This design comes from an exercise in tuning for small area on the open sky130 flow, not from production work.
The RTL was checked by simulation tests, not by an equivalence proof against the original design.
No activity file was given, so power comes from the tool's default toggle rates.

File: design/flow/flow/run.sh
#!/bin/bash
# The standard layout, with buf_1 port buffers and a clock tree without
# dummy loads.  Each tool's output goes to the ORFS logs; make's to standard.log.
set -e
cat >> config.mk <<'EOC'
export BUFFER_PORTS_ARGS = -buffer_cell sky130_fd_sc_hd__buf_1
export CTS_ARGS = -sink_clustering_enable -repair_clock_nets -dont_use_dummy_load -buf_list sky130_fd_sc_hd__clkbuf_8 -sink_clustering_size 20 -sink_clustering_max_diameter 50
EOC
bash standard.sh > standard.log 2>&1
File: design/flow/standard.sh
#!/bin/bash
# synth_recipe.tcl (not shown) runs the flow's synth.tcl, then flattens the netlist and writes it again
# the make line also repeats each setting of config.mk as NAME=value (left out here)
make -C /OpenROAD-flow-scripts/flow DESIGN_CONFIG=/design/flow/config.mk WORK_HOME=/design/flow/orfs CLKGATE_MAP_FILE= SYNTH_SCRIPT=/design/flow/synth_recipe.tcl "${@:-finish}"
File: design/flow/config.mk
export PLATFORM = sky130hd
export DESIGN_NAME = toslink_core
export DESIGN_NICKNAME = toslink_core
export VERILOG_FILES = /design/flow/design.v
export SDC_FILE = /design/flow/constraint.sdc
export NUM_CORES = 4
export LEC_CHECK = 0
export CAP_MARGIN = 20
export CORE_MARGIN = 2
export CORE_UTILIZATION = 40
export SLEW_MARGIN = 20
export BUFFER_PORTS_ARGS = -buffer_cell sky130_fd_sc_hd__buf_1
export CTS_ARGS = -sink_clustering_enable -repair_clock_nets -dont_use_dummy_load -buf_list sky130_fd_sc_hd__clkbuf_8 -sink_clustering_size 20 -sink_clustering_max_diameter 50
File: design/flow/constraint.sdc
create_clock -name core_clock -period 10.0 [get_ports {clock}]
set_input_delay 2.0000 -clock core_clock [delete_from_list [all_inputs] [get_ports {clock}]]
set_output_delay 2.0000 -clock core_clock [all_outputs]
set_load 0.01 [all_outputs]
File: design/flow/design.v
`timescale 1ns / 1ps
module clockrecovery (input  clk,
		      input  reset,
		      input  tos_in,
		      output tos_ce,
		      output tos_data);
   reg [3:0] ctr;
   wire      ctr_reset;
   always @(posedge clk)
     if (ctr_reset)
       ctr <= 4'd0;
     else
       ctr <= ctr + 1'b1;
   reg [2:0] shift_reg;
   reg [1:0] clean_reg;
   always @(posedge clk or posedge reset)
     if (reset) begin
	shift_reg <= 3'b000;
	clean_reg <= 2'b00;
     end else begin
	shift_reg <= { tos_in, shift_reg[2:1] };
	clean_reg <= { (shift_reg[2] & shift_reg[1]) | (shift_reg[2] & shift_reg[0]) |
		       (shift_reg[1] & shift_reg[0]), shift_reg[0] };
     end
   wire at_edge = ~clean_reg[0] & clean_reg[1];
   assign ctr_reset = reset | at_edge;
   reg data;
   reg dce;
   always @(posedge clk or posedge reset)
     if (reset) begin
	data <= 1'b0;
	dce <= 1'b0;
     end else begin
	dce <= ctr == 4'd8;
	if (ctr == 4'd8)
	  data <= clean_reg[0];
     end
   assign tos_ce = dce;
   assign tos_data = data;
endmodule
`timescale 1ns / 1ps
module capture(input 		 clock,
	       input 		 reset,
	       input 		 tos_in,
	       input [31:0] 	 frames,
	       input 		 start,
	       output reg [31:0] frames_remaining,
	       output 		 done,
	       output reg 	 sync,
	       input [2:0] 	 cs_word_sel,
	       output [31:0] 	 cs_word,
	       output 		 cmd_en,
	       output [2:0] 	 cmd_instr,
	       output [5:0] 	 cmd_bl,
	       output [29:0] 	 cmd_byte_addr,
	       output 		 wr_en,
	       output [31:0] 	 wr_data,
	       output [15:0] 	 debug);
   assign done = frames_remaining == 0;
   wire       tos_ce;
   wire       tos_data;
   clockrecovery cdr(clock, reset, tos_in, tos_ce, tos_data);
   reg [7:0] 	syncword;
   always @(posedge clock or posedge reset) begin
      if (reset)
	syncword <= 0;
      else if (tos_ce)
	syncword <= { syncword[6:0], tos_data };
   end
   wire [7:0] sw = syncword[0] ? ~syncword : syncword;
   wire       sw_head = sw[7:4] == 4'b1110;
   wire       tos_bsync = sw_head && sw[3:1] == 3'b100;
   wire       tos_msync = sw_head && sw[3:1] == 3'b001;
   wire       tos_wsync = sw_head && sw[3:1] == 3'b010;
   wire       tos_sync = tos_bsync || tos_msync || tos_wsync;
   reg [31:0] word;
   reg        word_complete;
   wire       prev_bm = syncword[0];
   reg 	      bm_bit;   
   reg [4:0]  bits;     
   wire        decoded_bit = prev_bm ^ tos_data;
   localparam STATE_IDLE          = 2'b00;
   localparam STATE_BEGIN_CAPTURE = 2'b01;
   localparam STATE_WAIT_WORD     = 2'b10;
   localparam STATE_WRITE_WORD    = 2'b11;
   reg [1:0]  state;
   reg [1:0]  next_state;
   always @(posedge clock or posedge reset) begin
      if (reset)
	state <= STATE_IDLE;
      else
	state <= next_state;
   end
   always @(*) begin
      next_state = state;
      case (state)
	STATE_IDLE:
	  if (start)
	    next_state = STATE_BEGIN_CAPTURE;
	STATE_BEGIN_CAPTURE:
	  next_state = STATE_WAIT_WORD;
	STATE_WAIT_WORD:
	  if (done)
	    next_state = STATE_IDLE;
	  else if (word_complete)
	    next_state = STATE_WRITE_WORD;
	STATE_WRITE_WORD:
	  next_state = STATE_WAIT_WORD;
      endcase
   end
   reg [29:2] address;
   always @(posedge clock or posedge reset) begin
      if (reset)
	frames_remaining <= 0;
      else if (next_state == STATE_BEGIN_CAPTURE)
	frames_remaining <= frames;
      else if (next_state == STATE_WRITE_WORD)
	frames_remaining <= frames_remaining - 1;
   end
   always @(posedge clock)
     if (next_state == STATE_BEGIN_CAPTURE)
       address <= 28'hfffffff;
     else if (next_state == STATE_WRITE_WORD)
       address <= address + 1'b1;
   genvar n;
   generate
      for (n = 0; n < 32; n = n + 1) begin : rev
	 assign wr_data[n] = word[31 - n];
      end
   endgenerate
   assign wr_en = state == STATE_WRITE_WORD;
   assign cmd_en = state == STATE_WRITE_WORD;
   assign cmd_instr = 3'b000;
   assign cmd_bl = 6'd0;
   assign cmd_byte_addr = { address, 2'b00 };
   reg [191:0] channel_status;
   reg [191:0] next_channel_status;
   assign debug[0] = word_complete;
   assign debug[1] = word[1];
   assign debug[2] = tos_bsync;
   assign debug[5:3] = cs_word_sel;
   assign debug[15:6] = 0;
   always @(posedge clock) begin
      if (word_complete)
	 next_channel_status <= { next_channel_status[190:0], word[1] };
      if (tos_bsync)
	channel_status <= next_channel_status;
   end
   wire [31:0] cs_lo = cs_word_sel[1] ?
	       (cs_word_sel[0] ? channel_status[95:64] : channel_status[127:96]) :
	       (cs_word_sel[0] ? channel_status[159:128] : channel_status[191:160]);
   wire [31:0] cs_hi = cs_word_sel[0] ? channel_status[31:0] : channel_status[63:32];
   assign cs_word = cs_word_sel[2] ? cs_hi : cs_lo;
   always @(posedge clock or posedge reset) begin
      if (reset) begin
	 sync <= 1'b0;
	 word_complete <= 1'b0;
      end else begin
	 word_complete <= 1'b0;
	 if (tos_ce) begin
	    if (tos_sync)
	      sync <= 1'b1;
	    else if (sync && bm_bit && bits == 5'b11111) begin
	       word_complete <= 1'b1;
	       sync <= 1'b0;
	    end
	 end
      end
   end
   always @(posedge clock) begin
      if (tos_ce) begin
	 if (tos_sync) begin
	    bm_bit <= 1'b1;
	    word[31] <= 1'b0;
	    word[2:0] <= { 1'b0, tos_msync, tos_wsync };
	    bits <= 5'd4;
	 end else if (sync) begin
	    bm_bit <= ~bm_bit;
	    if (bm_bit) begin
	       word <= { word[31] ^ decoded_bit, word[29:0], decoded_bit };
	       bits <= bits + 1'b1;
	    end
	 end
      end
   end
endmodule  
`timescale 1ns / 1ps
module command(input             clock,
	       input 		 reset,
	       output [31:0] 	 capture_frames,
	       output reg 	 capture_start,
	       input [31:0] 	 capture_frames_remaining,
	       input 		 capture_done,
	       input 		 capture_sync,
	       output reg [2:0]  cs_word_sel,
	       input [31:0] 	 cs_word,
	       output reg [31:0] tx,
	       output reg 	 tx_en,
	       input 		 tx_ce,
	       input [31:0] 	 rx,
	       output reg 	 rx_en,
	       input 		 rx_ce,
               output 		 cmd_en,
               output [2:0] 	 cmd_instr,
               output [5:0] 	 cmd_bl,
               output [29:0] 	 cmd_byte_addr,
               output reg 	 wr_en,
               output [31:0] 	 wr_data,
               input 		 wr_full,
               output 		 rd_en,
               input [31:0] 	 rd_data,
               input 		 rd_empty);
   localparam STATE_IDLE             = 4'b0000;
   localparam STATE_CMD              = 4'b0001;
   localparam STATE_ARGS             = 4'b0010;
   localparam STATE_READ             = 4'b0011;
   localparam STATE_READ_BURST       = 4'b0100;
   localparam STATE_READ_BURST_WAIT  = 4'b0101;
   localparam STATE_WRITE            = 4'b0110;
   localparam STATE_WRITE_BURST      = 4'b0111;
   localparam STATE_CAPTURE          = 4'b1000;
   localparam STATE_STATUS           = 4'b1001;
   localparam STATE_STATUS_2         = 4'b1010;
   localparam STATE_STATUS_3         = 4'b1011;
   localparam STATE_CHSTATUS         = 4'b1100;
   localparam STATE_CHSTATUS_2       = 4'b1101;
   localparam STATE_CHSTATUS_3       = 4'b1110;
   wire       rx_small = rx[31:3] == 29'd0;
   wire       is_nop      = rx_small && rx[2:0] == 3'd0;
   wire       is_read     = rx_small && rx[2:0] == 3'd1;
   wire       is_write    = rx_small && rx[2:0] == 3'd2;
   wire       is_capture  = rx_small && rx[2:0] == 3'd3;
   wire       is_status   = rx_small && rx[2:0] == 3'd4;
   wire       is_chstatus = rx_small && rx[2:0] == 3'd5;
   reg [1:0]  kind;
   reg [1:0]  argndx;
   reg [31:0] args0;   
   reg [31:0] args1;   
   reg [3:0]  state;
   reg [3:0]  next_state;
   reg [5:0]  bl;
   reg [5:0]  cnt;
   wire       burst_done = cnt == bl;
   wire       args_done = argndx[1] | (argndx[0] & kind == 2'b11);
   always @(posedge clock or posedge reset) begin
      if (reset)
	state <= STATE_IDLE;
      else
	state <= next_state;
   end
   always @(*) begin
      next_state = state;
      case (state)
	STATE_IDLE:
	  if (rx_ce)
	    next_state = STATE_CMD;
	STATE_CMD:
	  if (is_status)
	    next_state = STATE_STATUS;
	  else if (is_chstatus)
	    next_state = STATE_CHSTATUS;
	  else if (is_read || is_write || is_capture)
	    next_state = STATE_ARGS;
	  else
	    next_state = STATE_IDLE;
	STATE_ARGS:
	  if (args_done) begin
	     case (kind)
	       2'b01:
		 next_state = STATE_READ;
	       2'b10:
		 next_state = STATE_WRITE;
	       default:
		 next_state = STATE_CAPTURE;
	     endcase
	  end
	STATE_READ:
	  next_state = STATE_READ_BURST;
	STATE_READ_BURST:
	  if (tx_en)
	    next_state = STATE_READ_BURST_WAIT;
	STATE_READ_BURST_WAIT:
	  if (burst_done) begin
	     if (args1 == 0)
	       next_state = STATE_IDLE;
	     else
	       next_state = STATE_READ;
	  end else begin
	     next_state = STATE_READ_BURST;
	  end
	STATE_WRITE:
	  next_state = STATE_WRITE_BURST;
	STATE_WRITE_BURST:
	  if (burst_done) begin
	     if (args1 == 0)
	       next_state = STATE_IDLE;
	     else
	       next_state = STATE_WRITE;
	  end
	STATE_STATUS:
	  if (tx_en)
	    next_state = STATE_STATUS_2;
	STATE_STATUS_2:
	  next_state = STATE_STATUS_3;
	STATE_STATUS_3:
	  if (tx_en)
	    next_state = STATE_IDLE;
	STATE_CHSTATUS:
	  next_state = STATE_CHSTATUS_2;
	STATE_CHSTATUS_2:
	  if (tx_en)
	    next_state = STATE_CHSTATUS_3;
	STATE_CHSTATUS_3:
	  if (cs_word_sel == 3'd6)
	    next_state = STATE_IDLE;
	  else
	    next_state = STATE_CHSTATUS_2;
	default:
	  next_state = STATE_IDLE;
      endcase  
   end
   wire       gt32 = (|args1[31:6]) | (args1[5] & (|args1[4:0]));
   wire [5:0] to_do = gt32 ? 6'd32 : args1[5:0];
   wire [31:0] args1_left = gt32 ? { args1[31:5] - 1'b1, args1[4:0] } : 32'd0;
   assign cmd_en = state == STATE_READ ||
		   (state == STATE_WRITE_BURST && burst_done && bl != 6'd63);
   assign cmd_instr = { 2'b00, state == STATE_READ };
   assign cmd_bl = bl;
   assign cmd_byte_addr = { args0[29:2], 2'b00 };
   assign rd_en = state == STATE_READ_BURST && tx_en;
   assign wr_data = rx;
   assign capture_frames = args0;
   wire       advance = state == STATE_READ ||
			(state == STATE_WRITE_BURST && burst_done);
   always @(posedge clock)
     if (advance)
       args0[29:7] <= args0[29:7] + 1'b1;
     else if (next_state == STATE_ARGS && rx_ce && !argndx[0])
       args0 <= rx;
   always @(posedge clock) begin
      case (next_state)
	STATE_CMD:
	  begin
	     kind <= { is_write | is_capture, is_read | is_capture };
	     argndx <= 2'd0;
	  end
	STATE_ARGS:
	  if (rx_ce) begin
	     if (argndx[0])
	       args1 <= rx;
	     argndx <= argndx + 1'b1;
	  end
	STATE_READ, STATE_WRITE:
	  begin
	     args1 <= args1_left;
	     bl <= to_do - 1'b1;
	     cnt <= 6'd63;
	  end
	STATE_READ_BURST:
	  if (!rd_empty && tx_ce) begin
	     tx <= rd_data;
	     cnt <= cnt + 1'b1;
	  end
	STATE_WRITE_BURST:
	  if (!wr_full && rx_ce)
	    cnt <= cnt + 1'b1;
	STATE_STATUS:
	  if (tx_ce)
	    tx <= { 30'b0, capture_done, capture_sync };
	STATE_STATUS_3:
	  if (tx_ce)
	    tx <= capture_frames_remaining;
	STATE_CHSTATUS_2:
	  if (tx_ce)
	    tx <= cs_word;
      endcase
   end
   always @(posedge clock or posedge reset) begin
      if (reset) begin
	 capture_start <= 1'b0;
	 tx_en <= 1'b0;
	 rx_en <= 1'b0;
	 wr_en <= 1'b0;
	 cs_word_sel <= 3'd0;
      end else begin
	 tx_en <= 1'b0;
	 rx_en <= 1'b0;
	 wr_en <= 1'b0;
	 capture_start <= 1'b0;
	 case (next_state)
	   STATE_IDLE:
	     rx_en <= 1'b1;
	   STATE_CMD:
	     rx_en <= is_read | is_write | is_capture;
	   STATE_ARGS:
	     rx_en <= !rx_ce || !(argndx[0] || kind == 2'b11);
	   STATE_READ_BURST:
	     tx_en <= !rd_empty && tx_ce;
	   STATE_WRITE:
	     rx_en <= !wr_full;
	   STATE_WRITE_BURST:
	     begin
		wr_en <= !wr_full && rx_ce;
		rx_en <= !wr_full;
	     end
	   STATE_CAPTURE:
	     capture_start <= capture_done;
	   STATE_STATUS, STATE_STATUS_3:
	     tx_en <= tx_ce;
	   STATE_CHSTATUS:
	     cs_word_sel <= 3'd0;
	   STATE_CHSTATUS_2:
	     if (tx_ce) begin
		tx_en <= 1'b1;
		cs_word_sel <= cs_word_sel + 1'b1;
	     end
	 endcase  
      end
   end
endmodule  
`timescale 1ns / 1ps
module ftdififo(input             clock,
		input 		  reset,
		input [7:0] 	  usb_data_in,
		output [7:0] 	  usb_data_out,
		output 		  usb_data_oe,
		input 		  usb_rxf,
		input 		  usb_txe,
		output 		  usb_rd,
		output 		  usb_wr,
		output 		  usb_siwua,
		input [31:0] 	  tx,
		input 		  tx_en,
		output reg 	  tx_ce,
		output reg [31:0] rx,
		input 		  rx_en,
		output 		  rx_ce);
   assign usb_siwua = 0;
   reg [1:0] 		      tx_bytes;
   reg [1:0] 		      rx_bytes;
   localparam STATE_IDLE    = 4'b0000;
   localparam STATE_READ    = 4'b0001;  
   localparam STATE_READ_1  = 4'b0010;  
   localparam STATE_READ_2  = 4'b0011;  
   localparam STATE_READ_3  = 4'b0100;  
   localparam STATE_READ_4  = 4'b0101;  
   localparam STATE_WRITE   = 4'b1000;  
   localparam STATE_WRITE_1 = 4'b1001;  
   localparam STATE_WRITE_2 = 4'b1010;  
   localparam STATE_WRITE_3 = 4'b1011;  
   reg [3:0] 		      state;
   reg [3:0] 		      next_state;
   reg [1:0] 		      txebuf;
   reg [1:0] 		      rxfbuf;
   always @(posedge clock or posedge reset) begin
      if (reset) begin
	 txebuf <= 2'b11;
	 rxfbuf <= 2'b11;
      end else begin
	 txebuf <= { txebuf[0] | usb_txe, usb_txe };
	 rxfbuf <= { rxfbuf[0] | usb_rxf, usb_rxf };
      end
   end
   wire txe = txebuf[1];
   wire rxf = rxfbuf[1];
   always @(posedge clock or posedge reset) begin
      if (reset)
	state <= STATE_IDLE;
      else
	state <= next_state;
   end
   always @(*) begin
      next_state = state;
      case (state)
	STATE_IDLE:
	  if (rx_en && !rxf)
	    next_state = STATE_READ;
	  else if (!tx_ce && !txe)
	    next_state = STATE_WRITE;
	STATE_READ:
	  next_state = STATE_READ_1;
	STATE_READ_1:
	  next_state = STATE_READ_2;
	STATE_READ_2:
	  next_state = STATE_READ_3;
	STATE_READ_3:
	  next_state = STATE_READ_4;
	STATE_READ_4:
	  next_state = STATE_IDLE;
	STATE_WRITE:
	  next_state = STATE_WRITE_1;
	STATE_WRITE_1:
	  next_state = STATE_WRITE_2;
	STATE_WRITE_2:
	  next_state = STATE_WRITE_3;
	STATE_WRITE_3:
	  next_state = STATE_IDLE;
      endcase  
   end
   assign usb_rd = !(state == STATE_READ || state == STATE_READ_1 ||
		     state == STATE_READ_2);
   assign usb_wr = !(state == STATE_WRITE_1 || state == STATE_WRITE_2 ||
		     state == STATE_WRITE_3);
   assign usb_data_oe = state == STATE_WRITE || state == STATE_WRITE_1;
   assign rx_ce = state == STATE_READ_3 && rx_bytes == 2'd0;
   assign usb_data_out = tx_bytes[1] ? (tx_bytes[0] ? tx[7:0] : tx[15:8])
                                     : (tx_bytes[0] ? tx[23:16] : tx[31:24]);
   always @(posedge clock)
     if (state == STATE_READ_1)
       rx <= { rx[23:0], usb_data_in };
   always @(posedge clock or posedge reset) begin
      if (reset) begin
	 tx_ce <= 1'b1;
	 rx_bytes <= 2'b0;
	 tx_bytes <= 2'b0;
      end else begin
	 if (next_state == STATE_IDLE && tx_ce && tx_en)
	   tx_ce <= 1'b0;
	 if (state == STATE_READ_2)
	   rx_bytes <= rx_bytes + 1'b1;
	 if (state == STATE_WRITE_2) begin
	    if (tx_bytes == 3)
	      tx_ce <= 1'b1;
	    tx_bytes <= tx_bytes + 1'b1;
	 end
      end
   end
endmodule  
`timescale 1ns / 1ps
module toslink_core(
    input 	  clock,
    input 	  reset,
    input 	  tos_in,
    input [7:0]   usb_data_in,
    output [7:0]  usb_data_out,
    output 	  usb_data_oe,
    input 	  usb_rxf,
    input 	  usb_txe,
    output 	  usb_rd,
    output 	  usb_wr,
    output 	  usb_siwua,
    output 	  port0_cmd_en,
    output [2:0]  port0_cmd_instr,
    output [5:0]  port0_cmd_bl,
    output [29:0] port0_cmd_byte_addr,
    output 	  port0_wr_en,
    output [31:0] port0_wr_data,
    input 	  port0_wr_full,
    output 	  port0_rd_en,
    input [31:0]  port0_rd_data,
    input 	  port0_rd_empty,
    output 	  port1_cmd_en,
    output [2:0]  port1_cmd_instr,
    output [5:0]  port1_cmd_bl,
    output [29:0] port1_cmd_byte_addr,
    output 	  port1_wr_en,
    output [31:0] port1_wr_data,
    output 	  done_led,
    output 	  sync_led,
    output [15:0] debug);
   wire [31:0] fifo_tx;
   wire        fifo_tx_en;
   wire        fifo_tx_ce;
   wire [31:0] fifo_rx;
   wire        fifo_rx_en;
   wire        fifo_rx_ce;
   wire [31:0] capture_frames;
   wire [31:0] capture_frames_remaining;
   wire        capture_start;
   wire        capture_done;
   wire        capture_sync;
   wire [2:0]  cs_word_sel;
   wire [31:0] cs_word;
   assign done_led = capture_done;
   assign sync_led = capture_sync;
   command command(.clock(clock),
                   .reset(reset),
		   .capture_frames(capture_frames),
		   .capture_start(capture_start),
		   .capture_done(capture_done),
		   .capture_frames_remaining(capture_frames_remaining),
		   .capture_sync(capture_sync),
		   .cs_word_sel(cs_word_sel),
		   .cs_word(cs_word),
                   .rx(fifo_rx),
                   .rx_en(fifo_rx_en),
                   .rx_ce(fifo_rx_ce),
                   .tx(fifo_tx),
                   .tx_en(fifo_tx_en),
                   .tx_ce(fifo_tx_ce),
                   .cmd_en(port0_cmd_en),
                   .cmd_instr(port0_cmd_instr),
                   .cmd_bl(port0_cmd_bl),
                   .cmd_byte_addr(port0_cmd_byte_addr),
                   .wr_en(port0_wr_en),
                   .wr_data(port0_wr_data),
                   .wr_full(port0_wr_full),
                   .rd_en(port0_rd_en),
                   .rd_data(port0_rd_data),
                   .rd_empty(port0_rd_empty));
   ftdififo fifo(.clock(clock),
                 .reset(reset),
                 .usb_data_in(usb_data_in),
                 .usb_data_out(usb_data_out),
                 .usb_data_oe(usb_data_oe),
                 .usb_rxf(usb_rxf),
                 .usb_txe(usb_txe),
                 .usb_rd(usb_rd),
                 .usb_wr(usb_wr),
                 .usb_siwua(usb_siwua),
                 .tx(fifo_tx),
                 .tx_en(fifo_tx_en),
                 .tx_ce(fifo_tx_ce),
                 .rx(fifo_rx),
                 .rx_en(fifo_rx_en),
                 .rx_ce(fifo_rx_ce));
   capture capture(.clock(clock),
		   .reset(reset),
		   .tos_in(tos_in),
		   .frames(capture_frames),
		   .start(capture_start),
		   .frames_remaining(capture_frames_remaining),
		   .done(capture_done),
		   .sync(capture_sync),
		   .cs_word_sel(cs_word_sel),
		   .cs_word(cs_word),
                   .cmd_en(port1_cmd_en),
                   .cmd_instr(port1_cmd_instr),
                   .cmd_bl(port1_cmd_bl),
                   .cmd_byte_addr(port1_cmd_byte_addr),
                   .wr_en(port1_wr_en),
                   .wr_data(port1_wr_data),
		   .debug(debug));
endmodule
==> flow_summary.yaml, run 1 <==
synthesis:
  synthDistinctLibCells: 81
  yosys_warnings: 4
  synth_ff_type: "edfxtp_1"
  ys_ff_latch: 673
  yosysTopAreaCell: "edfxtp_1"
  ys_top_cells_by_count: "edfxtp_1, nor2_1, nand2_1"
  synthArstFlopShare_pct: 11.14
  synth_area_leaders: "edfxtp_1, dfrtp_1, mux4_2, dfxtp_1, nor2_1"
  netlist_instances: 1842
  synth_top_cell_area_share_pct: 61.88
  synth.avg_cell_area_um2: 14.91
  syn-cell-area_um2: 27470
  yosys.cell_count.top_type: "edfxtp_1"
  synth_edf_count: 566
  synth_seq_area_share_pct: 71.07
finish:
  drive_gt1_share_pct: 11.17
  antennaDiodeCount: 0
  area_delta_synth_final_pct: 9.206
  fillers: 6080
  num-nets-final: 2100
  top_regs: "capture.channel_status: 192 flops, capture.next_channel_status: 192 flops"
worst_setup_path:
  cp_cell_sequence: "xor2_1 > nor4_1 > and2_1 > a21o_1 > buf_4 > inv_1 > nor2_1 > buf_1"
  crit_slowest_cell: "nor4_1"
  cp_top_family: "simple AND/OR/NAND/NOR gates"
  cp_max_fo: 38
  worstSetupPathType: "flip-flop to primary output"
  worst_ep_arrival_time_ns: 3.16
  startpoint_type: "flip-flop"
  path_buf_inv: 3
  cp.required_ns: 8.00
  slowest_delay_ns: 0.47
  critPathCaptureType: "primary output"
placement:
  dp_slack_ns: 5.220
  gp_congestion: 0.8657
  portBuffers: 197
  hpwl_um: 43990
sta:
  tightest_slew_ns: 1.064
  relSlewSlack_pct: 28.54
  period_share_pct: 51.60
  fin_crit_ns: 5.160
  setup_viol: 0
  fin_ws_ns: 4.840
  rsz0062_at_grt: "no"
  slew_violations: 0
  tns_ns: 0
  hold_violations: 0
  clock_skew_ns: 0.09015
  fmax_mhz: 193.8
floorplan:
  fp.dieArea_um2: 70780
  io_pins: 224
  start_util_pct: 40.19
  rows: 96
  core_um2: 68350
  die_height_um: 266.0
  die_x_um: 266.0
route:
  viasPerCell: 5.478
  wl_per_cell_um: 21.98
  drt-pass1-iter-count: 5
  drt_wl_total_um: 64060
  drt_iter0_markers: 1630
  drc_errors: 0
  final_antenna_net_count: 0
  vias: 15970
clocking:
  clock_sinks: 673
  ctsLongestPathBuffers: 3
  root_buffer: "clkbuf_8"
  cts.clk_slew.worst_paths_ns: 0.08
  cts_tree: "built"
  cts_buffers: 75
  cts-resized-gates: 0
  post_cts_buffers: 0
  cts_max_level: 3
  insertion_delay_ns: 0.71
  hold_buffers: 0
global_routing:
  grt-ovfl-total: 0
  antenna_found_initial: 2
  grt_first_pass_wirelength_um: 96000
  track_usage_pct: 17.89
  grt_pass1_vias: 15480
  grt_start_max_net_pins: 82
pwr:
  power_mw: 5.189
  irDropWorstVdd_uv: 88.37
  leakage_nw: 8.822
  power_density_nw_per_um2: 173.0
run:
  maxCapViolations: 0
worst_hold_path:
  hold_path.class: "flip-flop to flip-flop"
status:
  status: "no timing/DRC/antenna violations"
==> layer usage <==
layer  routed length (µm)  global-route usage [%]
met3                 4255                   2.939
met1                28690                   25.80
met5                    0                       0
met2                29980                   28.16
met4                 1139                   4.874
==> report_power, final <==
group	internal [mW]	switching, mW	total, mW	leakage (nW)
combinational	0.149	0.226	0.375	3.02
sequential	3.12	0.141	3.26	5.27
clock	0.666	0.890	1.56	0.539
==> worst paths after layout <==
kind,start,endpoint,slack [ns],cells past startpoint
max,command.cnt[0]$_SDFFCE_PN1P_,port0_cmd_en,4.84,8
min,capture.cdr.shift_reg[1]$_DFF_PP0_,capture.cdr.shift_reg[0]$_DFF_PP0_,0.39,0
max reg2reg,command.args1[8]$_DFFE_PP_,command.args0[10]$_DFFE_PP_,5.39,8
min reg2reg,capture.cdr.shift_reg[1]$_DFF_PP0_,capture.cdr.shift_reg[0]$_DFF_PP0_,0.39,0
max in group asynchronous,reset,command.cs_word_sel[0]$_DFFE_PP0P_,7.51,3
min in group asynchronous,reset,capture.syncword[5]$_DFFE_PP0P_,1.23,2
==> layout make-up <==
type / instances / area (µm²) / share of cell area (%)
inverters: 46 / 173.9 / 0.5798
multi-input cells: 1015 / 7203 / 24.01
flip-flops and latches: 673 / 19530 / 65.11
repair buffers: 224 / 953.4 / 3.179
clock buffers: 75 / 1032 / 3.441
well taps: 882 / 1104 / 3.679
==> cells by family (layout without fill, tap and decap cells) <==
kind of cell	after synthesis	count (layout)	share of synthesized area, %
and+or+nand+nor	493	493	8.879
DFF	673	673	71.07
buffers and inverters	179	345	3.330
AOI/OAI and AO/OA	275	275	6.783
adders and majority gates	19	19	0.8564
xor gates and xnor gates	90	90	2.870
muxes	112	112	6.200
other	1	26	0.01365
==> cells in the final DEF, fill, tap and decap left out, types with 36 or more instances in the layout <==
master	netlist	final
nor3_1	39	37
nand2_1	96	96
a21oi_1	70	67
nand3_1	42	42
dfrtp_1	70	67
o21ai_0	67	67
mux2i_1	37	37
xor2_1	36	36
inv_1	45	44
a211oi_1	38	38
edfxtp_1	566	566
mux4_2	40	40
buf_1	10	197
xnor2_1	54	54
nor2_1	163	161
clkbuf_8	0	75
==> metrics by stage <==
| step | utilization [%] | instance area (µm²) | instances | hold WS [ns] |
|---|---|---|---|---|
| final | 43.89 | 30000 | 2915 | 0.3876 |
| after detailed placement | 42.34 | 28940 | 2839 | 0.3733 |
| after global routing | 43.89 | 30000 | 2915 | 0.4053 |
| after global placement | 42.32 | 28930 | 2838 | 0.3680 |
| after floorplan | - | 27560 | 1867 | 0.3559 |
| after CTS | 43.85 | 29970 | 2914 | 0.3881 |
==> run 2: changes to the inputs <==
==> design/flow/flow/run.sh (replaced) <==
#!/bin/bash
# The standard layout, with buf_1 port buffers and a clock tree without
# dummy loads.  Each tool's output goes to the ORFS logs; make's to standard.log.
set -e
cat >> config.mk <<'EOC'
export BUFFER_PORTS_ARGS = -buffer_cell sky130_fd_sc_hd__buf_1
export CTS_ARGS = -sink_clustering_enable -repair_clock_nets -dont_use_dummy_load -buf_list sky130_fd_sc_hd__clkbuf_4 -sink_clustering_size 10 -sink_clustering_max_diameter 40
EOC
bash standard.sh > standard.log 2>&1
--- a/design/flow/config.mk
+++ b/design/flow/config.mk
@@ -10,4 +10,4 @@
 export CORE_UTILIZATION = 40
 export SLEW_MARGIN = 20
 export BUFFER_PORTS_ARGS = -buffer_cell sky130_fd_sc_hd__buf_1
-export CTS_ARGS = -sink_clustering_enable -repair_clock_nets -dont_use_dummy_load -buf_list sky130_fd_sc_hd__clkbuf_8 -sink_clustering_size 20 -sink_clustering_max_diameter 50
+export CTS_ARGS = -sink_clustering_enable -repair_clock_nets -dont_use_dummy_load -buf_list sky130_fd_sc_hd__clkbuf_4 -sink_clustering_size 10 -sink_clustering_max_diameter 40
==> flow_summary.yaml, run 2 <==
clocking:
  cts.clk_slew.worst_paths_ns: 0.09
  clock_sinks: 673
  root_buffer: "clkbuf_4"
  insertion_delay_ns: 0.91
  cts_buffers: 104
  hold_buffers: 0
  cts_tree: "built"
  post_cts_buffers: 0
  ctsLongestPathBuffers: 3
  cts_max_level: 3
  cts-resized-gates: 0
finish:
  num-nets-final: 2129
  finalNonFillerCells: 2946
  final_common_cell: "edfxtp_1"
  drive_gt1_share_pct: 12.42
  fin_area_um2: 29750
  multi_input_area_um2: 7203
  final_cell_mix: "edfxtp_1, buf_1, nor2_1"
  top_regs: "capture.channel_status: 192 flops, capture.next_channel_status: 192 flops"
  register_area_um2: 19530
  area_delta_synth_final_pct: 8.309
  fillers: 6152
  utilization_pct: 43.53
sta:
  fin_ws_ns: 4.674
  slew_violations: 0
  relSlewSlack_pct: 27.08
  setup_viol: 0
  clock_skew_ns: 0.1629
  fin_crit_ns: 5.326
  fmax_mhz: 187.8
  rsz0062_at_grt: "no"
  hold_violations: 0
  tightest_slew_ns: 1.085
  period_share_pct: 53.26
  holdWs_ns: 0.3685
  tns_ns: 0
placement:
  gp_congestion: 0.8657
  portBuffers: 197
  placed_cells: 2839
  post_dp_cell_area_um2: 28940
  hpwl_um: 43990
  dp_slack_ns: 5.220
worst_setup_path:
  crit_slowest_cell: "nor4_1"
  slowest_delay_ns: 0.47
  cp_cell_sequence: "xor2_1 > nor4_1 > and2_1 > a21o_1 > buf_4 > inv_1 > nor2_1 > buf_1"
  worst_ep_arrival_time_ns: 3.33
  critPathCaptureType: "primary output"
  startpoint_type: "flip-flop"
  reg2regPathDepth: 8
  cp_max_fo: 38
  cp.required_ns: 8.00
  worstSetupPathType: "flip-flop to primary output"
global_routing:
  track_usage_pct: 18.01
  antenna_found_initial: 5
  grt_pass1_vias: 15790
  grtUsageMet3_pct: 3.567
  grt-ovfl-total: 0
  met1_usage_pct: 25.48
  met2_usage_pct: 27.39
  grt_first_pass_wirelength_um: 96460
  top_usage_layer: "met2"
  grt_start_max_net_pins: 82
status:
  status: "no timing/DRC/antenna violations"
worst_hold_path:
  hold_path.class: "flip-flop to flip-flop"
  hold_depth: 0
floorplan:
  die_height_um: 266.0
  core_um2: 68350
  start_util_pct: 40.19
  die_x_um: 266.0
  fp.dieArea_um2: 70780
  rows: 96
  io_pins: 224
synthesis:
  yosys.cell_count.top_type: "edfxtp_1"
  netlist_instances: 1842
  synth_seq_area_share_pct: 71.07
  synth_ff_type: "edfxtp_1"
  syn-cell-area_um2: 27470
  synth_edf_count: 566
  synthArstFlopShare_pct: 11.14
  synthDistinctLibCells: 81
  yosys_warnings: 4
  ys_ff_latch: 673
  synth.avg_cell_area_um2: 14.91
  synth_area_leaders: "edfxtp_1, dfrtp_1, mux4_2, dfxtp_1, nor2_1"
  ys_top_cells_by_count: "edfxtp_1, nor2_1, nand2_1"
  yosysTopAreaCell: "edfxtp_1"
  synth_top_cell_area_share_pct: 61.88
run:
  maxCapViolations: 0
route:
  drc_errors: 0
  wl_per_cell_um: 21.86
  viasPerCell: 5.488
  drt_iter0_markers: 1816
  final_antenna_net_count: 0
  drt_wl_total_um: 64410
  drt-pass1-iter-count: 5
  vias: 16170
pwr:
  power_mw: 4.992
  power_density_nw_per_um2: 167.8
  irDropWorstVdd_uv: 73.44
  leakage_nw: 8.761
run 2: worst paths after layout:
| kind | slack, ns | startpoint | to |
|---|---|---|---|
| max | 4.67 | command.bl[0]$_DFFE_PN_ | port0_cmd_en |
| min | 0.37 | capture.next_channel_status[63]$_DFFE_PP_ | capture.channel_status[63]$_DFFE_PP_ |
| min reg2reg | 0.37 | capture.next_channel_status[63]$_DFFE_PP_ | capture.channel_status[63]$_DFFE_PP_ |
| max reg2reg | 5.32 | command.args1[8]$_DFFE_PP_ | command.args0[14]$_DFFE_PP_ |
| max in group asynchronous | 7.70 | reset | command.cs_word_sel[0]$_DFFE_PP0P_ |
| min in group asynchronous | 0.99 | reset | capture.syncword[0]$_DFFE_PP0P_ |
run 2: layout make-up:
cell class                 count  area share, %
antenna                        2        0.01682
clock buffer                 104          2.624
sequential                   673          65.65
timing repair buffer         224          3.205
inverter                      46         0.5846
multi-input combinational   1015          24.21
tap                          882          3.710
run 2: report_power, final:
group / switching [mW] / internal (mW) / leakage (nW)
clock: 0.887 / 0.473 / 0.478
sequential: 0.142 / 3.12 / 5.27
combinational: 0.226 / 0.149 / 3.02
total: 1.25 / 3.74 / 8.76
run 2: logic make-up after synthesis:
logic type                 synth area share [%]
AOI/OAI and AO/OA                         6.783
xor gates and xnor gates                  2.870
and+or+nand+nor                           8.879
other                                   0.01365
muxes                                     6.200
adders and majority gates                0.8564
buffers and inverters                     3.330
DFF                                       71.07
run 2: critical path, delay by kind of cell (launching register included):
| family | cells | cell delay (ns) |
|---|---|---|
| AO/OA/AOI/OAI | 1 | 0.15 |
| XOR/XNOR | 1 | 0.18 |
| buffers and inverters | 3 | 0.82 |
| flip-flops | 1 | 0.44 |
| AND/OR/NAND/NOR | 3 | 0.91 |
run 2: metal layers:
layer  vias to the layer above  wire, µm
li1                       7340         -
met1                      8067     28190
met2                       634     29350
met3                       126      4888
met4                         2      1973
met5                         -         9
==> run 3: changes to the inputs <==
--- a/design/flow/design.v
+++ b/design/flow/design.v
@@ -27,14 +27,13 @@
    reg data;
    reg dce;
    always @(posedge clk or posedge reset)
-     if (reset) begin
-	data <= 1'b0;
-	dce <= 1'b0;
-     end else begin
-	dce <= ctr == 4'd8;
-	if (ctr == 4'd8)
-	  data <= clean_reg[0];
-     end
+     if (reset)
+       dce <= 1'b0;
+     else
+       dce <= ctr == 4'd8;
+   always @(posedge clk)
+     if (ctr == 4'd8)
+       data <= clean_reg[0];
    assign tos_ce = dce;
    assign tos_data = data;
 endmodule
--- a/design/flow/config.mk
+++ b/design/flow/config.mk
@@ -7,7 +7,7 @@
 export LEC_CHECK = 0
 export CAP_MARGIN = 20
 export CORE_MARGIN = 2
-export CORE_UTILIZATION = 40
+export CORE_UTILIZATION = 65
 export SLEW_MARGIN = 20
 export BUFFER_PORTS_ARGS = -buffer_cell sky130_fd_sc_hd__buf_1
 export CTS_ARGS = -sink_clustering_enable -repair_clock_nets -dont_use_dummy_load -buf_list sky130_fd_sc_hd__clkbuf_4 -sink_clustering_size 10 -sink_clustering_max_diameter 40
==> flow_summary.yaml, run 3 <==
placement:
  gp_congestion: 0.8618
  placed_cells: 2443
  portBuffers: 197
  dp_slack_ns: 5.186
  hpwl_um: 38130
worst_setup_path:
  worst-r2r-setup-slack_ns: 5.17
  worst_ep_arrival_time_ns: 3.31
  worstSetupPathType: "flip-flop to primary output"
  r2r-start: "command.args1[8]$_DFFE_PP_"
  reg2reg_to: "command.tx[27]$_DFFE_PP_"
  startpoint_type: "flip-flop"
  critPathCaptureType: "primary output"
  reg2regPathDepth: 10
  cp_max_fo: 7
  cp.required_ns: 8.00
clocking:
  cts_buffers: 85
  clock_sinks: 673
  ctsLongestPathBuffers: 3
  cts_tree: "built"
  post_cts_buffers: 0
  cts.clk_slew.worst_paths_ns: 0.10
  hold_buffers: 0
  root_buffer: "clkbuf_4"
  insertion_delay_ns: 0.87
  cts-resized-gates: 0
  cts_max_level: 3
route:
  drc_errors: 0
  wl_per_cell_um: 22.25
  drt_iter0_markers: 1525
  final_antenna_net_count: 0
  viasPerCell: 6.146
  drt_wl_total_um: 56310
  drt-pass1-iter-count: 7
  vias: 15560
sta:
  setup_viol: 0
  clock_skew_ns: 0.1143
  rsz0062_at_grt: "no"
  period_share_pct: 53.06
  holdWs_ns: 0.3789
  fin_crit_ns: 5.306
  relSlewSlack_pct: 22.95
  hold_violations: 0
  tns_ns: 0
  fmax_mhz: 188.5
  tightest_slew_ns: 1.153
  fin_ws_ns: 4.694
  slew_violations: 0
synthesis:
  synth.avg_cell_area_um2: 15.05
  synth_edf_count: 567
  yosysTopAreaCell: "edfxtp_1"
  yosys_warnings: 4
  ys_ff_latch: 673
  netlist_instances: 1805
  synth_top_cell_area_share_pct: 62.69
  synth_seq_area_share_pct: 71.89
  synth_ff_type: "edfxtp_1"
  yosys.cell_count.top_type: "edfxtp_1"
  synth_area_leaders: "edfxtp_1, dfrtp_1, mux4_2, dfxtp_1, o21ai_0"
  ys_top_cells_by_count: "edfxtp_1, nor2_1, nand2_1"
  synthDistinctLibCells: 77
  syn-cell-area_um2: 27160
  synthArstFlopShare_pct: 11.00
floorplan:
  start_util_pct: 66.21
  fp.dieArea_um2: 43430
  die_x_um: 208.4
  io_pins: 224
  rows: 74
  core_um2: 41020
  die_height_um: 208.4
pwr:
  power_mw: 4.838
  power_density_nw_per_um2: 167.8
  irDropWorstVdd_uv: 143.0
  leakage_nw: 8.495
finish:
  final_cell_mix: "edfxtp_1, buf_1, nor2_1"
  final_common_cell: "edfxtp_1"
  num-nets-final: 2063
  top_regs: "capture.channel_status: 192 flops, capture.next_channel_status: 192 flops"
  area_delta_synth_final_pct: 6.169
  drive_gt1_share_pct: 9.770
  finalNonFillerCells: 2531
global_routing:
  grt_pass1_vias: 15040
  track_usage_pct: 26.18
  antenna_found_initial: 2
  grt_first_pass_wirelength_um: 86510
  grt_start_max_net_pins: 162
  grt-ovfl-total: 0
worst_hold_path:
  hold_start: "capture.cdr.shift_reg[1]$_DFF_PP0_"
  hold_depth: 0
  hold_path.class: "flip-flop to flip-flop"
  whs_endpoint: "capture.cdr.shift_reg[0]$_DFF_PP0_"
status:
  status: "no timing/DRC/antenna violations"
run:
  maxCapViolations: 0
## run 3: final cells by class
cell class | instances | area, µm²
repair buffers | 218 | 909.6
well taps | 532 | 665.6
fillers | 2831 | 12180
multi-input cells | 986 | 6950
inverters | 34 | 128.9
clock buffers | 85 | 638.1
diodes | 3 | 7.507
flip-flops and latches | 673 | 19530
## run 3: cell families (layout without fill, tap and decap cells)
kind of cell | count (synthesis) | in the layout | share of synthesized area (%)
xor+xnor | 96 | 96 | 3.124
compound gates | 301 | 301 | 7.454
fa+ha+maj | 19 | 19 | 0.8661
flops | 673 | 673 | 71.89
other cells | 1 | 29 | 0.01381
buf+inv | 171 | 337 | 3.197
simple gates | 457 | 457 | 8.348
mux | 87 | 87 | 5.105
## run 3: worst max path at each step
stage / startpoint / end / slack, ns / cells after the start
6_report: capture.frames_remaining[2]$_DFFE_PP0P_ / done_led / 4.69 / 4
5_1_grt: capture.frames_remaining[2]$_DFFE_PP0P_ / done_led / 4.37 / 4
4_1_cts: capture.frames_remaining[2]$_DFFE_PP0P_ / done_led / 4.72 / 4
3_5_place_dp: command.cs_word_sel[1]$_DFFE_PP0P_ / command.args0[29]$_DFFE_PP_ / 5.19 / 10
3_3_place_gp: command.cs_word_sel[1]$_DFFE_PP0P_ / command.args0[27]$_DFFE_PP_ / 5.31 / 10
2_1_floorplan: capture.syncword[0]$_DFFE_PP0P_ / debug[2] / 0.98 / 4
## run 3: through the flow
| stage | instance area, µm² | util, % |
|---|---|---|
| after floorplan | 27260 | - |
| after global placement | 28170 | 68.68 |
| after detailed placement | 28170 | 68.68 |
| after CTS | 28810 | 70.24 |
| after global routing | 28830 | 70.30 |
| final | 28830 | 70.30 |
## run 3: worst max-delay path, cell delays in order, from the launching register on
cell,delay (ns)
dfrtp_1,0.47
nor4_1,0.87
nand4_1,0.35
nor3_1,0.53
buf_1,0.28
## run 3: layer usage
metal / GRT usage (%) / vias to the layer above / share of wire [%]
li1: - / 7174 / -
met1: 37.37 / 7741 / 43
met2: 42.20 / 542 / 48
met3: 4.740 / 98 / 6.5
met4: 7.269 / 0 / 2.4
met5: 0 / - / 0
## run 3: where the power goes
group          switching (mW)  leakage (nW)  internal (mW)  total (mW)
Combinational           0.233          2.84          0.142       0.376
Clock                   0.830         0.391          0.391        1.22
Sequential              0.121          5.27           3.12        3.24
==> run 4: changes to the inputs <==
==> design/flow/flow/run.sh (replaced) <==
#!/bin/bash
# The standard layout, with three changes:
#  - ABC maps the combinational logic for area (amap) instead of speed; the
#    rest of the synthesis is synth_recipe.tcl's (same flip-flops and names);
#  - buf_1 port buffers;
#  - a clock tree of clkbuf_4 without dummy loads.
# make's output goes to standard.log; each tool's to the ORFS logs.
set -e
here=$PWD
cat > my_synth.tcl <<EOS
proc abc {args} {
  set i [lsearch \$args -script]
  set args [lreplace \$args \$i [expr {\$i+1}] -script $here/flow/abc_area.script]
  yosys abc {*}\$args
}
EOS
cat synth_recipe.tcl >> my_synth.tcl
cat >> config.mk <<'EOC'
export BUFFER_PORTS_ARGS = -buffer_cell sky130_fd_sc_hd__buf_1
export CTS_ARGS = -sink_clustering_enable -repair_clock_nets -dont_use_dummy_load -buf_list sky130_fd_sc_hd__clkbuf_4 -sink_clustering_size 10 -sink_clustering_max_diameter 40
EOC
bash standard.sh SYNTH_SCRIPT=$here/my_synth.tcl finish > standard.log 2>&1
==> design/flow/flow/abc_area.script (new file) <==
strash
dch
amap
topo
==> flow_summary.yaml, run 4 <==
placement:
  dp_slack_ns: 3.443
  gp_congestion: 0.9262
  post_dp_cell_area_um2: 27910
  portBuffers: 197
  placed_cells: 2639
  hpwl_um: 41390
sta:
  hold_violations: 0
  fmax_mhz: 138.4
  rsz0062_at_grt: "no"
  relSlewSlack_pct: 25.28
  fin_ws_ns: 2.775
  tns_ns: 0
  clock_skew_ns: 0.07782
  fin_crit_ns: 7.225
  slew_violations: 0
  setup_viol: 0
  period_share_pct: 72.25
  tightest_slew_ns: 1.121
global_routing:
  grt-ovfl-total: 0
  antenna_found_initial: 2
  grt_pass1_vias: 16100
  grt_start_max_net_pins: 80
  track_usage_pct: 28.62
  grt_first_pass_wirelength_um: 91340
synthesis:
  yosysTopAreaCell: "edfxtp_1"
  ys_top_cells_by_count: "edfxtp_1, clkinv_1, nor2_1"
  synthArstFlopShare_pct: 11.00
  synthDistinctLibCells: 50
  synth_ff_type: "edfxtp_1"
  netlist_instances: 1919
  yosys_warnings: 4
  synth_edf_count: 567
  synth_area_leaders: "edfxtp_1, dfrtp_1, clkinv_1, o221ai_1, dfxtp_1"
  yosys.cell_count.top_type: "edfxtp_1"
  synth.avg_cell_area_um2: 13.86
  synth_seq_area_share_pct: 73.40
  synth_top_cell_area_share_pct: 64.01
  syn-cell-area_um2: 26600
  ys_ff_latch: 673
clocking:
  cts_tree: "built"
  root_buffer: "clkbuf_4"
  post_cts_buffers: 0
  cts_buffers: 86
  ctsLongestPathBuffers: 3
  insertion_delay_ns: 0.83
  clock_sinks: 673
  cts-resized-gates: 0
  hold_buffers: 0
  cts.clk_slew.worst_paths_ns: 0.09
  cts_max_level: 3
floorplan:
  start_util_pct: 65.44
  io_pins: 224
  die_height_um: 206.3
  core_um2: 40650
  fp.dieArea_um2: 42560
  die_x_um: 206.3
  rows: 74
route:
  drt-pass1-iter-count: 7
  drt_iter0_markers: 1769
  drt_wl_total_um: 60280
  wl_per_cell_um: 22.10
  vias: 17110
  drc_errors: 0
  final_antenna_net_count: 0
  viasPerCell: 6.273
pwr:
  p_sw_share_pct: 24.86
  leakage_nw: 8.036
  pwr-share-seq_pct: 66.4
  comb_power_share_pct: 8.4
  p_int_mw: 3.646
  power_mw: 4.853
  total_switching_power_mw: 1.206
  irDropWorstVdd_uv: 132.9
  power_density_nw_per_um2: 169.8
  p_clk_share_pct: 25.2
worst_hold_path:
  hold_path.class: "flip-flop to flip-flop"
status:
  status: "no timing/DRC/antenna violations"
finish:
  num-nets-final: 2260
  area_delta_synth_final_pct: 7.414
  drive_gt1_share_pct: 5.974
  final_cell_mix: "edfxtp_1, clkinv_1, buf_1"
  finalNonFillerCells: 2728
  final_common_cell: "edfxtp_1"
  fillers: 2844
  fin_area_um2: 28570
  top_regs: "capture.channel_status: 192 flops, capture.next_channel_status: 192 flops"
worst_setup_path:
  critPathCaptureType: "primary output"
  cp.required_ns: 8.00
  worstSetupPathType: "flip-flop to primary output"
  worst_ep_arrival_time_ns: 5.22
  startpoint_type: "flip-flop"
  cp_max_fo: 26
run:
  maxCapViolations: 0
==> run 4: changes by cell type in the layout (fill, tap and decap cells not counted), moves of 31 or more <==
cell,before,now
clkinv_1,0,215
o22ai_1,3,100
inv_1,31,0
o221ai_1,1,83
o21ai_0,106,65
mux4_2,40,0
xnor2_1,50,0
mux2i_1,35,0
a221oi_1,0,38
o22a_1,0,37
a221o_1,34,2
xor2_1,45,0
a21oi_1,48,88
==> run 4: power by group through the flow <==
stage / clock network [mW] / registers (mW) / logic (mW)
after floorplan: 0 / 3.27 / 0.219
after global placement: 0 / 3.28 / 0.395
final: 1.22 / 3.22 / 0.409
after global routing: 1.36 / 3.23 / 0.450
after detailed placement: 0 / 3.28 / 0.404
after CTS: 1.25 / 3.22 / 0.406
==> run 4: logic make-up after synthesis <==
| family | Yosys count | synth area share (%) |
|---|---|---|
| flip-flops | 673 | 73.40 |
| AO/OA/AOI/OAI | 504 | 13.22 |
| AND/OR/NAND/NOR | 446 | 7.785 |
| buffers and inverters | 277 | 4.727 |
| adder cells (fa/ha/maj) | 18 | 0.8467 |
| other | 1 | 0.01410 |
==> run 4: metrics by stage <==
stage / util, % / hold WS, ns
floorplan: - / 0.3544
global placement: 68.66 / 0.3612
detailed placement: 68.68 / 0.3696
CTS: 70.26 / 0.3908
global route: 70.29 / 0.4019
finish: 70.29 / 0.3882
==> run 4: final timing paths <==
check                                                   startpoint                                  to  slack (ns)  cells past startpoint
worst max-delay path                  command.cnt[3]$_SDFFCE_PN1P_                        port0_cmd_en        2.78                     10
worst min-delay path            capture.cdr.shift_reg[1]$_DFF_PP0_  capture.cdr.shift_reg[0]$_DFF_PP0_        0.39                      0
worst max register to register          command.args1[7]$_DFFE_PP_            command.tx[13]$_DFFE_PP_        3.41                     19
worst min register to register  capture.cdr.shift_reg[1]$_DFF_PP0_  capture.cdr.shift_reg[0]$_DFF_PP0_        0.39                      0
max in group asynchronous                                    reset  command.cs_word_sel[0]$_DFFE_PP0P_        7.73                      3
min in group asynchronous                                    reset            capture.sync$_DFFE_PP0P_        1.07                      2
==> run 4: critical path, stage by stage, from the launching register on <==
cell       delay [ns]
edfxtp_1         0.42
clkinv_1         0.11
nor2_1           0.04
a211oi_1         0.22
o2111ai_1        0.13
a2111oi_0        0.75
clkinv_1         0.31
o22ai_2          0.96
clkinv_1         0.99
nor2_1           0.29
buf_1            0.20
==> run 4: final cells by class <==
class	instances	area [µm²]	area share (%)
Antenna cell	3	7.507	0.02628
Timing Repair Buffer	222	927.1	3.245
Tap cell	532	665.6	2.330
Inverter	218	819.5	2.868
Multi-Input combinational cell	994	5973	20.91
Clock buffer	86	645.6	2.260
Sequential cell	673	19530	68.36
==> run 4: per-layer routing <==
| metal | vias up | global-route usage (%) | share of wire (%) |
|---|---|---|---|
| li1 | 7935 | - | - |
| met1 | 8336 | 40.91 | 42 |
| met2 | 717 | 43.89 | 46 |
| met3 | 126 | 5.330 | 8.2 |
| met4 | 0 | 11.84 | 3.8 |
| met5 | - | 0 | 0 |
==> run 5: changes to the inputs <==
--- a/design/flow/flow/run.sh
+++ b/design/flow/flow/run.sh
@@ -1,6 +1,6 @@
 #!/bin/bash
 # The standard layout, with three changes:
-#  - ABC maps the combinational logic for area (amap) instead of speed; the
+#  - ABC maps the combinational logic for area (dc2, dch, amap) instead of speed; the
 #    rest of the synthesis is synth_recipe.tcl's (same flip-flops and names);
 #  - buf_1 port buffers;
 #  - a clock tree of clkbuf_4 without dummy loads.
==> design/flow/flow/abc_area.script (replaced) <==
strash
ifraig
dc2
dch -f
amap
topo
==> flow_summary.yaml, run 5 <==
global_routing:
  grt_first_pass_wirelength_um: 91730
  track_usage_pct: 28.87
  grt-ovfl-total: 0
  grt_pass1_vias: 16210
  antenna_found_initial: 2
  grt_start_max_net_pins: 78
clocking:
  ctsLongestPathBuffers: 3
  hold_buffers: 0
  cts_max_level: 3
  post_cts_buffers: 0
  root_buffer: "clkbuf_4"
  cts_buffers: 90
  insertion_delay_ns: 0.85
  clock_sinks: 673
  cts-resized-gates: 0
  cts_tree: "built"
  cts.clk_slew.worst_paths_ns: 0.10
floorplan:
  die_height_um: 206.1
  start_util_pct: 65.44
  core_um2: 40550
  rows: 74
  io_pins: 224
  die_x_um: 206.1
  fp.dieArea_um2: 42460
placement:
  gp_congestion: 0.8944
  hpwl_um: 41350
  portBuffers: 197
sta:
  relSlewSlack_pct: 24.95
  fin_crit_ns: 6.548
  period_share_pct: 65.48
  setup_viol: 0
  clock_skew_ns: 0.09696
  rsz0062_at_grt: "no"
  fmax_mhz: 152.7
  tns_ns: 0
  slew_violations: 0
  holdWs_ns: 0.3836
  tightest_slew_ns: 1.117
  hold_violations: 0
route:
  drt_wl_total_um: 60960
  drt_iter0_markers: 1555
  drt-pass1-iter-count: 5
  wl_per_cell_um: 22.10
  met3_length_um: 4513
  m1WireLength_um: 25140
  viasPerCell: 6.224
  routed.top_layer: "met4"
  final_antenna_net_count: 0
  vias: 17170
  wl_met2_um: 29270
  drc_errors: 0
run:
  maxCapViolations: 0
worst_setup_path:
  cp_max_fo: 23
  cp_top_family: "simple AND/OR/NAND/NOR gates"
  slowest_delay_ns: 0.60
  crit_slowest_cell: "clkinv_1"
  worst-r2r-setup-slack_ns: 3.45
  worstSetupPathType: "flip-flop to flip-flop"
  path_buf_inv: 4
  critPathCaptureType: "flip-flop"
  reg2regPathDepth: 18
  reg2reg_to: "command.args1[31]$_DFFE_PP_"
  cp.required_ns: 10.57
  startpoint_type: "flip-flop"
  cp_cell_sequence: "or2_0 > or3_1 > or4_1 > nor4_1 > and3_1 > nor3_1 > nor2_1 > o21ai_0 > or4_1 > a2111oi_1 > buf_4 > nand2_1 > o32ai_2 > buf_4 > clkinv_1 > nor2_1 > clkinv_1 > o21ai_0"
  worst_ep_arrival_time_ns: 7.12
  r2r-start: "command.args1[20]$_DFFE_PP_"
synthesis:
  ys_top_cells_by_count: "edfxtp_1, nor2_1, clkinv_1"
  yosys.cell_count.top_type: "edfxtp_1"
  synth_seq_area_share_pct: 73.57
  synth.avg_cell_area_um2: 13.69
  syn-cell-area_um2: 26540
  ys_ff_latch: 673
  yosysTopAreaCell: "edfxtp_1"
  synthArstFlopShare_pct: 11.00
  synth_edf_count: 567
  synth_top_cell_area_share_pct: 64.16
  netlist_instances: 1938
  synth_area_leaders: "edfxtp_1, dfrtp_1, nor2_1, dfxtp_1, o21ai_0"
  synth_ff_type: "edfxtp_1"
  synthDistinctLibCells: 52
  yosys_warnings: 4
pwr:
  p_sw_share_pct: 23.47
  power_density_nw_per_um2: 163.0
  comb_power_share_pct: 6.2
  irDropWorstVdd_uv: 132.2
  p_clk_share_pct: 26.8
  leakage_nw: 8.393
  p_int_mw: 3.566
  total_switching_power_mw: 1.094
  pwr-share-seq_pct: 67.0
worst_hold_path:
  whs_endpoint: "capture.cdr.shift_reg[1]$_DFF_PP0_"
  hold_start: "capture.cdr.shift_reg[2]$_DFF_PP0_"
  hold_path.class: "flip-flop to flip-flop"
  hold_depth: 0
finish:
  utilization_pct: 70.51
  register_area_um2: 19540
  final_cell_mix: "edfxtp_1, nor2_1, buf_1"
  fillers: 2829
  final_common_cell: "edfxtp_1"
  drive_gt1_share_pct: 6.303
  multi_input_area_um2: 6121
  area_delta_synth_final_pct: 7.746
  num-nets-final: 2288
  top_regs: "capture.channel_status: 192 flops, capture.next_channel_status: 192 flops"
status:
  status: "no timing/DRC/antenna violations"
## run 5: changes by cell type in the layout (fill, tap and decap cells not counted), moves of 21 or more
cell,before,now
o311a_1,0,22
o221a_1,0,30
o22a_1,37,13
nand2_1,113,154
clkinv_1,215,163
a21oi_1,88,67
nor2_1,142,200
o22ai_1,100,75
o221ai_1,83,29
a221oi_1,38,13
o21ai_0,65,124
## run 5: logic make-up after synthesis
family                     Yosys count  synth area share (%)
other                                1               0.01413
buffers and inverters              224                 3.988
xor gates and xnor gates             3               0.09902
adders and majority gates           18                0.8486
and+or+nand+nor                    545                 9.141
DFF                                673                 73.57
AOI/OAI and AO/OA                  474                 12.34
## run 5: per-stage QoR
stage | total power [mW] | instances | area [µm²] | worst slack, ns
floorplan | 3.340 | 1963 | 26650 | 0.3885
global placement | 3.463 | 2663 | 27910 | 3.813
detailed placement | 3.471 | 2663 | 27910 | 3.638
CTS | 4.688 | 2753 | 28580 | 3.527
global route | 4.820 | 2758 | 28590 | 2.945
finish | 4.660 | 2758 | 28590 | 3.452
## run 5: area by class of cell
cell class	count	share of cell area, %
antenna	5	0.04376
clock buffer	90	2.363
inverter	165	2.170
timing repair buffer	227	3.374
multi-input combinational	1066	21.41
sequential	673	68.32
tap	532	2.328
## run 5: metal layers
metal	GRT usage, %	up-vias
met5	0	-
met3	5.266	120
met2	45.43	669
met1	40.57	8461
met4	11.48	0
li1	-	7916
## run 5: power groups by stage
stage	Clock (mW)	Combinational, mW	Sequential (mW)
detailed placement	0	0.288	3.18
CTS	1.28	0.289	3.12
global route	1.38	0.316	3.13
global placement	0	0.281	3.18
floorplan	0	0.164	3.18
finish	1.25	0.288	3.12
## run 5: how the worst max path moves through the flow
stage,slack (ns),depth (start not counted),end,start
2_1_floorplan,0.39,5,debug[2],capture.syncword[0]$_DFFE_PP0P_
3_3_place_gp,3.81,18,command.args1[6]$_DFFE_PP_,command.args1[20]$_DFFE_PP_
4_1_cts,3.53,18,command.args1[25]$_DFFE_PP_,command.args1[20]$_DFFE_PP_
6_report,3.45,18,command.args1[31]$_DFFE_PP_,command.args1[20]$_DFFE_PP_
5_1_grt,2.94,18,command.args1[31]$_DFFE_PP_,command.args1[20]$_DFFE_PP_
3_5_place_dp,3.64,18,command.args1[25]$_DFFE_PP_,command.args1[20]$_DFFE_PP_
==> run 6: changes to the inputs <==
--- a/design/flow/flow/run.sh
+++ b/design/flow/flow/run.sh
@@ -1,6 +1,6 @@
 #!/bin/bash
 # The standard layout, with three changes:
-#  - ABC maps the combinational logic for area (dc2, dch, amap) instead of speed; the
+#  - ABC maps the combinational logic for area (dc2, then dch and amap five times) instead of speed; the
 #    rest of the synthesis is synth_recipe.tcl's (same flip-flops and names);
 #  - buf_1 port buffers;
 #  - a clock tree of clkbuf_4 without dummy loads.
==> design/flow/flow/abc_area.script (replaced) <==
strash
ifraig
dc2
dch -f
amap
strash
dch -f
amap
strash
dch -f
amap
strash
dch -f
amap
strash
dch -f
amap
topo
==> flow_summary.yaml, run 6 <==
status:
  status: "no timing/DRC/antenna violations"
worst_hold_path:
  hold_depth: 0
  hold_path.class: "flip-flop to flip-flop"
  whs_endpoint: "capture.cdr.shift_reg[1]$_DFF_PP0_"
  hold_start: "capture.cdr.shift_reg[2]$_DFF_PP0_"
route:
  drc_errors: 0
  final_antenna_net_count: 0
  wl_per_cell_um: 22.32
  drt_wl_total_um: 59750
  viasPerCell: 6.311
  drt-pass1-iter-count: 5
  drt_iter0_markers: 1739
  vias: 16900
sta:
  rsz0062_at_grt: "no"
  fin_ws_ns: 2.596
  tightest_slew_ns: 1.084
  setup_viol: 0
  slew_violations: 0
  relSlewSlack_pct: 27.72
  period_share_pct: 74.04
  tns_ns: 0
  hold_violations: 0
  clock_skew_ns: 0.07235
  fin_crit_ns: 7.404
  holdWs_ns: 0.3068
  fmax_mhz: 135.1
pwr:
  p_clk_share_pct: 26.4
  irDropWorstVdd_uv: 154.4
  power_density_nw_per_um2: 165.7
  comb_power_share_pct: 6.4
  total_switching_power_mw: 1.099
  pwr-share-seq_pct: 67.1
  leakage_nw: 8.483
  p_int_mw: 3.576
  power_mw: 4.675
  p_sw_share_pct: 23.51
clocking:
  insertion_delay_ns: 0.83
  clock_sinks: 673
  cts.clk_slew.worst_paths_ns: 0.09
  hold_buffers: 0
  cts-resized-gates: 0
  post_cts_buffers: 0
  cts_buffers: 89
  cts_max_level: 3
  ctsLongestPathBuffers: 3
  root_buffer: "clkbuf_4"
  cts_tree: "built"
synthesis:
  ys_ff_latch: 673
  netlist_instances: 1874
  synth_top_cell_area_share_pct: 64.92
  synth_ff_type: "edfxtp_1"
  yosys.cell_count.top_type: "edfxtp_1"
  synth_edf_count: 567
  syn-cell-area_um2: 26230
  synth.avg_cell_area_um2: 13.99
  yosys_warnings: 4
  yosysTopAreaCell: "edfxtp_1"
  synth_area_leaders: "edfxtp_1, dfrtp_1, o22ai_1, clkinv_1, dfxtp_1"
  synthDistinctLibCells: 45
  synthArstFlopShare_pct: 11.00
  synth_seq_area_share_pct: 74.45
  ys_top_cells_by_count: "edfxtp_1, clkinv_1, o22ai_1"
finish:
  area_delta_synth_final_pct: 7.586
  register_area_um2: 19530
  top_regs: "capture.channel_status: 192 flops, capture.next_channel_status: 192 flops"
  multi_input_area_um2: 5751
  drive_gt1_share_pct: 6.183
  fillers: 2836
  final_cell_mix: "edfxtp_1, buf_1, clkinv_1"
  num-nets-final: 2218
  final_common_cell: "edfxtp_1"
global_routing:
  grt_first_pass_wirelength_um: 90340
  antenna_found_initial: 2
  grt_pass1_vias: 15990
  grt-ovfl-total: 0
  grt_start_max_net_pins: 83
  track_usage_pct: 28.88
floorplan:
  io_pins: 224
  fp.dieArea_um2: 41970
  start_util_pct: 65.85
  core_um2: 39820
  die_height_um: 204.9
  rows: 73
  die_x_um: 204.9
worst_setup_path:
  cp.required_ns: 8.00
  startpoint_type: "flip-flop"
  cp_max_fo: 25
  r2r-start: "command.bl[1]$_DFFE_PN_"
  worst_ep_arrival_time_ns: 5.40
  critPathCaptureType: "primary output"
  reg2regPathDepth: 20
  worst-r2r-setup-slack_ns: 4.11
  worstSetupPathType: "flip-flop to primary output"
  reg2reg_to: "command.args1[6]$_DFFE_PP_"
placement:
  dp_slack_ns: 3.553
  gp_congestion: 0.9543
  hpwl_um: 40580
  portBuffers: 197
run:
  maxCapViolations: 0
==> run 6: layout make-up <==
class                   count  share of cell area (%)
repair buffers            222                   3.286
diodes                      1                0.008869
well taps                 525                   2.328
flip-flops and latches    673                   69.23
clock buffers              89                   2.368
inverters                 180                   2.399
multi-input cells         987                   20.38
==> run 6: worst max path at each step <==
stage | slack (ns) | cells past startpoint | startpoint | end
2_1_floorplan | 0.40 | 5 | capture.syncword[0]$_DFFE_PP0P_ | debug[2]
3_3_place_gp | 3.70 | 10 | command.bl[1]$_DFFE_PN_ | port0_cmd_en
3_5_place_dp | 3.55 | 10 | command.bl[1]$_DFFE_PN_ | port0_cmd_en
4_1_cts | 2.65 | 10 | command.bl[1]$_DFFE_PN_ | port0_cmd_en
5_1_grt | 2.11 | 10 | command.bl[1]$_DFFE_PN_ | port0_cmd_en
6_report | 2.60 | 10 | command.bl[1]$_DFFE_PN_ | port0_cmd_en
==> run 6: power groups by stage <==
| stage | sequential (mW) | combinational (mW) | clock, mW |
|---|---|---|---|
| 2_1_floorplan | 3.19 | 0.178 | 0 |
| 3_3_place_gp | 3.20 | 0.291 | 0 |
| 3_5_place_dp | 3.20 | 0.297 | 0 |
| 4_1_cts | 3.14 | 0.298 | 1.27 |
| 5_1_grt | 3.14 | 0.327 | 1.37 |
| 6_report | 3.14 | 0.300 | 1.24 |
==> run 6: stage by stage <==
stage / std cells / util (%) / cell area, µm²
after floorplan: 1899 / - / 26330
after global placement: 2587 / 69.17 / 27540
after detailed placement: 2587 / 69.17 / 27540
after CTS: 2676 / 70.84 / 28210
after global routing: 2677 / 70.85 / 28210
final: 2677 / 70.85 / 28210
==> run 6: critical path, stage by stage, from the launching register on <==
cell	delay (ns)
edfxtp_1	0.45
nor2_1	0.13
a21oi_1	0.05
a221oi_1	0.23
nand2_1	0.09
a2111oi_0	0.76
clkinv_1	0.29
o22ai_2	0.92
clkinv_1	1.03
a31oi_1	0.47
buf_1	0.19
==> run 6: logic make-up (layout without fill, tap and decap cells) <==
family,after synthesis,after routing,synth area share [%]
AOI/OAI and AO/OA,497,497,12.63
adders and majority gates,18,18,0.8588
buffers and inverters,239,491,4.251
DFF,673,673,74.45
other,1,27,0.01430
and+or+nand+nor,446,446,7.791
==> run 6: routing by layer <==
metal | vias up | part of all wire [%] | track usage (%)
li1 | 7735 | - | -
met1 | 8220 | 40 | 39.91
met2 | 802 | 48 | 46.09
met3 | 138 | 8.5 | 5.552
met4 | 0 | 3.3 | 11.28
met5 | - | 0 | 0

[what the ideal ports hide]
No port has a modelled driver above. Below, the same layouts with a new extraction and two added sets of constraints. Step 1, drivers: a clkbuf_16 drives clock and a buf_2 each remaining input, both assumed. Step 2, shift: input delay + t, output delay - t, t = (earliest + latest rising clock arrival at the registers) / 2. This alone moves slack from input paths to output paths. a / b / c = no drivers / after step 1 / after step 2; a / b = the first two.
run	t (ns)	slack for setup (ns)	worst setup path at the end	slew at the worst register clock pin (ns)
run 1	0.709	4.840 / 4.786 / 5.388	register to register	0.11 / 0.11
run 2	0.885	4.674 / 4.618 / 5.317	register to register	0.11 / 0.11
run 3	0.870	4.694 / 4.641 / 5.171	register to register	0.11 / 0.11
run 4	0.852	2.775 / 2.719 / 3.408	register to register	0.11 / 0.11
run 5	0.855	3.452 / 3.452 / 3.452	register to register	0.12 / 0.12
run 6	0.848	2.596 / 2.541 / 3.389	register to output	0.11 / 0.11
After both steps every run listed still meets setup and hold.
